From an optimization exercise on the open Yosys and OpenROAD flow, aimed at small area, a short achievable clock period and few clock cycles per item; shortcuts taken in it are not production practice. At most, simulation tests tie the RTL to the original design; equivalence was not proved. Power and IR drop assume default switching activity.

== run A ==
Design ee457_lab7_P3, start of the top module:
module ee457_lab7_P3 (CLK,RSTB,IMEM_ADDR,IMEM_DATA,WB_WRITE,WB_RA,WB_RD);
Size in the first run: about 380 flip-flops, roughly 61 I/O pins, ~14000 um2 of cells after synthesis.
clock: 3.0 ns
lec_check: 0
abc_clock_period_in_ps: 1500
cap_margin: 20
core_margin: 2
core_utilization: 40
cts_cluster_diameter: 80
cts_cluster_size: 25
setup_slack_margin: 1.5
slew_margin: 20
run.sh (not shown) runs the stock make flow with config.mk's settings and CLKGATE_MAP_FILE= SYNTH_SCRIPT=/design/flow/synth_recipe.tcl, a recipe that flattens the netlist after the stock synthesis.
> inputs changed (run A -> run B)
==> flow/flow/run.sh (new file) <==
#!/bin/bash
# Layout flow: the standard ORFS flow (standard.sh), with two changes:
#  - ADDER_MAP_FILE empty: Yosys does not extract half/full adder cells, so
#    ABC maps all the logic (the registers are the same as the standard
#    synthesis's: this only changes how combinational logic is mapped);
#  - MATCH_CELL_FOOTPRINT=0: timing repair may resize a gate to any cell of
#    the same function, not only one of the same footprint.
# The make output goes to run_make.log in this folder; ORFS's own per-step
# logs are under orfs/logs/.
set -uo pipefail
bash standard.sh ADDER_MAP_FILE= MATCH_CELL_FOOTPRINT=0 finish > run_make.log 2>&1
status=$?
tail -n 40 run_make.log
exit $status
==> flow/standard.sh (new file) <==
#!/bin/bash
# synth_recipe.tcl (not shown) runs the flow's synth.tcl, then flattens the netlist and writes it again
# the make line also repeats each setting of config.mk as NAME=value (left out here)
make -C /OpenROAD-flow-scripts/flow DESIGN_CONFIG=/design/flow/config.mk WORK_HOME=/design/flow/orfs CLKGATE_MAP_FILE= SYNTH_SCRIPT=/design/flow/synth_recipe.tcl "${@:-finish}"
removed: flow/run.sh
## What came out
- Compared run B against run A; sum of routed wire segments on met1 within noise.
- Layout cell share with drive strength beyond 1 on run B is down relative to run A.
- Against run A as the reference, run B delivers a lower final net count.
No functional check of the RTL was part of any run of this note.

---

## job 2402
Another version of the RTL of ee457_lab7_P3 (not shown whole).
Size in the first run: ~850 cells after synthesis, roughly 340 flip-flops, about 13000 um^2 of cells after synthesis.
clock: 3.0 ns
lec_check: 0
cap_margin: 20
core_margin: 2
core_utilization: 40
setup_slack_margin: 1.7
slew_margin: 20
Stock flow here: none of the scripts above is used.
Testbench counts of job 2402, summed over its fixed seeds: cycles 12,384, instrs 11,636.
[inputs] job 1588 vs job 2402
- SETUP_SLACK_MARGIN no longer set, was 1.7
### Flow results
Taking job 2402 as the reference point, the required time at the worst-slack endpoint of job 1588 falls by 30 ps.
[compare] base=job 2402 new=job 1588: per-cell via count in the routed design shrank by 3.3%, largest driver fanout on the critical path shows an increase of 9, routed wire length on met3 went down by 46%.
Compared with job 2402, job 1588 shows a non-clock buffer count that is 60% lower.
Layout overhead on the synthesized area delta for job 1588 relative to job 2402: 25 points lower
The sequential power was comparable across job 2402 and job 1588.
Transition time at the pin with the least slew margin (job 1588 over job 2402): increase, 240 ps
The inputs of job 4055 differ from those of job 1588 as listed below.
- an added SETUP_SLACK_MARGIN of 1.4
### Flow results
Job 4055: done, clean on timing, DRC and antenna
Going from job 1588 to job 4055, placed wire-length estimate after detailed placement grew by a few percent.
Job 4055 vs job 1588 — power drawn by the sequential cells dropped slightly
Summary of job 4055 over job 1588: sequential share of layout area has decreased, detail-routed via count per cell +about 3%.
Sort job 4055 and job 1588 by fraction of power consumed by combinational cells, ascending, and job 1588 comes first.
Route | job 4055 vs job 1588 | wire longer in job 4055
Compared with job 1588, in job 4055 required time at the endpoint of the critical path -20 ps, area added between synthesis and finish +19 points.
Reported for job 4055 and job 1588, antenna cell count turned out identical to the last digit.

---

Setup of job 8986:
ee457_lab7_P3, a different RTL version from the one above (not shown whole).
Size in the first run: ~800 cells after synthesis, ~370 flip-flops.
Settings: LEC_CHECK=0, ABC_CLOCK_PERIOD_IN_PS=1500, CAP_MARGIN=20, CORE_MARGIN=2, CORE_UTILIZATION=65, CTS_CLUSTER_DIAMETER=80, CTS_CLUSTER_SIZE=25, GPL_TIMING_DRIVEN=1, SETUP_SLACK_MARGIN=1.4, SLEW_MARGIN=20; clock period 3.0 ns.
standard.sh (not shown) runs the stock make flow with config.mk's settings and CLKGATE_MAP_FILE= SYNTH_SCRIPT=/design/flow/synth_recipe.tcl, a recipe that flattens the netlist after the stock synthesis.
==> flow/flow/run.sh <==
#!/bin/bash
# Layout flow: the standard ORFS flow (standard.sh) with these changes:
#  - ADDER_MAP_FILE empty: Yosys does not extract half/full adder cells, so
#    ABC maps all the combinational logic (registers are unchanged);
#  - DONT_USE_CELLS: the platform's list plus the slow 3/4-input OR/NOR
#    cells listed in flow/dont_use_extra.txt;
#  - MATCH_CELL_FOOTPRINT=0: timing repair may resize a gate to any cell of
#    the same function, not only one of the same footprint.
# The make output goes to run_make.log in this folder; ORFS's own per-step
# logs are under orfs/logs/.
set -uo pipefail
here=$(cd "$(dirname "$0")" && pwd)
base="$(grep -o 'sky130_fd_sc_hd__[a-z0-9_]*' "$FLOW_HOME/platforms/sky130hd/config.mk" | grep -e probe -e lpflow | tr '\n' ' ')"
extra="$(tr '\n' ' ' < "$here/dont_use_extra.txt")"
bash standard.sh ADDER_MAP_FILE= MATCH_CELL_FOOTPRINT=0 "DONT_USE_CELLS=$base $extra" finish > run_make.log 2>&1
status=$?
tail -n 40 run_make.log
exit $status
==> flow/flow/dont_use_extra.txt <==
sky130_fd_sc_hd__or4_1
sky130_fd_sc_hd__or4_2
sky130_fd_sc_hd__or4_4
sky130_fd_sc_hd__or4b_1
sky130_fd_sc_hd__or4b_2
sky130_fd_sc_hd__or4b_4
sky130_fd_sc_hd__or4bb_1
sky130_fd_sc_hd__or4bb_2
sky130_fd_sc_hd__or4bb_4
sky130_fd_sc_hd__nor4_1
sky130_fd_sc_hd__nor4_2
sky130_fd_sc_hd__nor4_4
sky130_fd_sc_hd__nor4b_1
sky130_fd_sc_hd__nor4b_2
sky130_fd_sc_hd__nor4b_4
sky130_fd_sc_hd__nor4bb_1
sky130_fd_sc_hd__nor4bb_2
sky130_fd_sc_hd__nor4bb_4
sky130_fd_sc_hd__or3_1
sky130_fd_sc_hd__or3_2
sky130_fd_sc_hd__or3_4
sky130_fd_sc_hd__or3b_1
sky130_fd_sc_hd__or3b_2
sky130_fd_sc_hd__or3b_4
Job 8986: flow completed, timing, DRC and antenna clean
Testbench counts of job 8986, summed over its fixed seeds: cycles 12,384, instrs 11,636.
#### Input delta (job 9230 over job 8986)
Settings: GPL_TIMING_DRIVEN removed (was 1).
==> flow/run.sh (new file) <==
#!/bin/bash
# synth_recipe.tcl (not shown) runs the flow's synth.tcl, then flattens the netlist and writes it again
# the make line also repeats each setting of config.mk as NAME=value (left out here)
make -C /OpenROAD-flow-scripts/flow DESIGN_CONFIG=/design/flow/config.mk WORK_HOME=/design/flow/orfs CLKGATE_MAP_FILE= SYNTH_SCRIPT=/design/flow/synth_recipe.tcl finish
removed: flow/flow/run.sh
removed: flow/flow/dont_use_extra.txt
removed: flow/standard.sh
Results
- In job 9230 the post-placement worst setup slack turned out 110 ps lower than in job 8986.
- Delta (job 9230 minus job 8986): area after synthesis went up by about 0.5%; core utilization went up by 1.1 points.
- Job 9230 ended up with a higher total power than job 8986 did.
- Diff job 8986 -> job 9230: worst setup slack shrank by 220 ps; sequential power share now sits lower; cell depth of the worst flop-to-flop path rose by 1; clock power comparable.
- Internal cell power of job 9230 exceeds that of job 8986 slightly.
- Final period utilization in job 9230 is 7.5 points above job 8986.
- Sort job 8986 and job 9230 by global-route usage, descending, and job 8986 comes first.
Setup changes, job 9230 to job 3504
Settings: SETUP_SLACK_MARGIN changed from 1.4 to 1.3; CTS_CLUSTER_SIZE removed (was 25); CORE_UTILIZATION changed from 65 to 40; CTS_CLUSTER_DIAMETER removed (was 80).
## What came out
Reported for job 9230 and job 3504, worst hold path depth turned out identical to the last digit. According to the power report, total power for job 3504 is higher than for job 9230. Ratio of final minimum period to clock period in job 3504 vs job 9230: down 0.82 points.
Relative to job 3504, the following input files were edited for job 7853:
Settings: an added CTS_CLUSTER_SIZE of 25; a change of SETUP_SLACK_MARGIN from 1.3 to 1.45; a change of ABC_CLOCK_PERIOD_IN_PS from 1500 to 1200; an added CTS_CLUSTER_DIAMETER of 80; a change of CORE_UTILIZATION from 40 to 70.
==> flow/flow/run.sh (new file) <==
#!/bin/bash
# Layout flow: the standard ORFS flow (standard.sh) with these changes:
#  - ADDER_MAP_FILE empty: Yosys does not extract half/full adder cells, so
#    ABC maps all the combinational logic (registers are unchanged);
#  - DONT_USE_CELLS: the platform's list plus the slow 3/4-input OR/NOR
#    cells listed in flow/dont_use_extra.txt;
#  - MATCH_CELL_FOOTPRINT=0: timing repair may resize a gate to any cell of
#    the same function, not only one of the same footprint.
# The make output goes to run_make.log in this folder; ORFS's own per-step
# logs are under orfs/logs/.
set -uo pipefail
here=$(cd "$(dirname "$0")" && pwd)
base="$(grep -o 'sky130_fd_sc_hd__[a-z0-9_]*' "$FLOW_HOME/platforms/sky130hd/config.mk" | grep -e probe -e lpflow | tr '\n' ' ')"
extra="$(tr '\n' ' ' < "$here/dont_use_extra.txt")"
bash standard.sh ADDER_MAP_FILE= MATCH_CELL_FOOTPRINT=0 "DONT_USE_CELLS=$base $extra" finish > run_make.log 2>&1
status=$?
tail -n 40 run_make.log
exit $status
==> flow/flow/dont_use_extra.txt (new file) <==
sky130_fd_sc_hd__or4_1
sky130_fd_sc_hd__or4_2
sky130_fd_sc_hd__or4_4
sky130_fd_sc_hd__or4b_1
sky130_fd_sc_hd__or4b_2
sky130_fd_sc_hd__or4b_4
sky130_fd_sc_hd__or4bb_1
sky130_fd_sc_hd__or4bb_2
sky130_fd_sc_hd__or4bb_4
sky130_fd_sc_hd__nor4_1
sky130_fd_sc_hd__nor4_2
sky130_fd_sc_hd__nor4_4
sky130_fd_sc_hd__nor4b_1
sky130_fd_sc_hd__nor4b_2
sky130_fd_sc_hd__nor4b_4
sky130_fd_sc_hd__nor4bb_1
sky130_fd_sc_hd__nor4bb_2
sky130_fd_sc_hd__nor4bb_4
sky130_fd_sc_hd__or3_1
sky130_fd_sc_hd__or3_2
sky130_fd_sc_hd__or3_4
sky130_fd_sc_hd__or3b_1
sky130_fd_sc_hd__or3b_2
sky130_fd_sc_hd__or3b_4
==> flow/standard.sh (new file) <==
#!/bin/bash
# synth_recipe.tcl (not shown) runs the flow's synth.tcl, then flattens the netlist and writes it again
# the make line also repeats each setting of config.mk as NAME=value (left out here)
make -C /OpenROAD-flow-scripts/flow DESIGN_CONFIG=/design/flow/config.mk WORK_HOME=/design/flow/orfs CLKGATE_MAP_FILE= SYNTH_SCRIPT=/design/flow/synth_recipe.tcl "${@:-finish}"
removed: flow/run.sh
Results
Looking at startpoint-to-endpoint class of the critical path, the register to output port result is from job 7853; the register to register one comes from job 3504. [compare] base=job 3504 new=job 7853: synthesized instance count moved up; placed standard-cell area moved down; unique cell type count in the Yosys netlist moved down; share of total power in the clock network moved down; setup slack moved up. Result: PASS for each of job 3504 and job 7853. A worst setup path startpoint of ex_a[5] is what job 3504 shows, while WB_RD[8] belongs to job 7853. Summary of job 7853 over job 3504: number of global-route vias before repair went up; wire length shrank by 0.42%.

==> static timing again, ports no longer ideal <==
No port has a modelled driver above. Below, the same layouts with a new extraction and two added sets of constraints. Step 1 sets driving cells, clkbuf_16 on the clock port and buf_2 on the other inputs (assumed; they add their load-dependent delay and slew). Step 2 moves the port delays by t, midway between the first and last clock arrival at a register: inputs arrive t later, outputs are due t later. That takes back most of the time a late clock gives input paths. Slacks: no drivers / after step 1 / after step 2; pairs: no drivers / after step 1.
| run | shift t [ns] | slack for setup (ns) | cell pins on the clock port's net |
|---|---|---|---|
| run A | 0.573 | 0.950 / 0.950 / 0.438 | 1 |
| run B | 0.579 | 0.951 / 0.951 / 0.498 | 1 |
| job 2402 | 0.564 | 0.904 / 0.904 / 0.904 | 1 |
| job 1588 | 0.550 | 0.368 / 0.356 / 0.368 | 1 |
| job 4055 | 0.555 | 0.820 / 0.820 / 0.820 | 1 |
| job 8986 | 0.554 | 1.325 / 1.279 / 0.955 | 1 |
| job 9230 | 0.552 | 1.100 / 1.100 / 0.964 | 1 |
| job 3504 | 0.573 | 1.125 / 1.125 / 0.878 | 1 |
| job 7853 | 0.567 | 1.304 / 1.258 / 0.987 | 1 |
After both steps every run listed still meets setup and hold. For run A, which loses most, drivers alone change the setup slack by 0.000 ns; drivers and shift together by -0.512 ns.
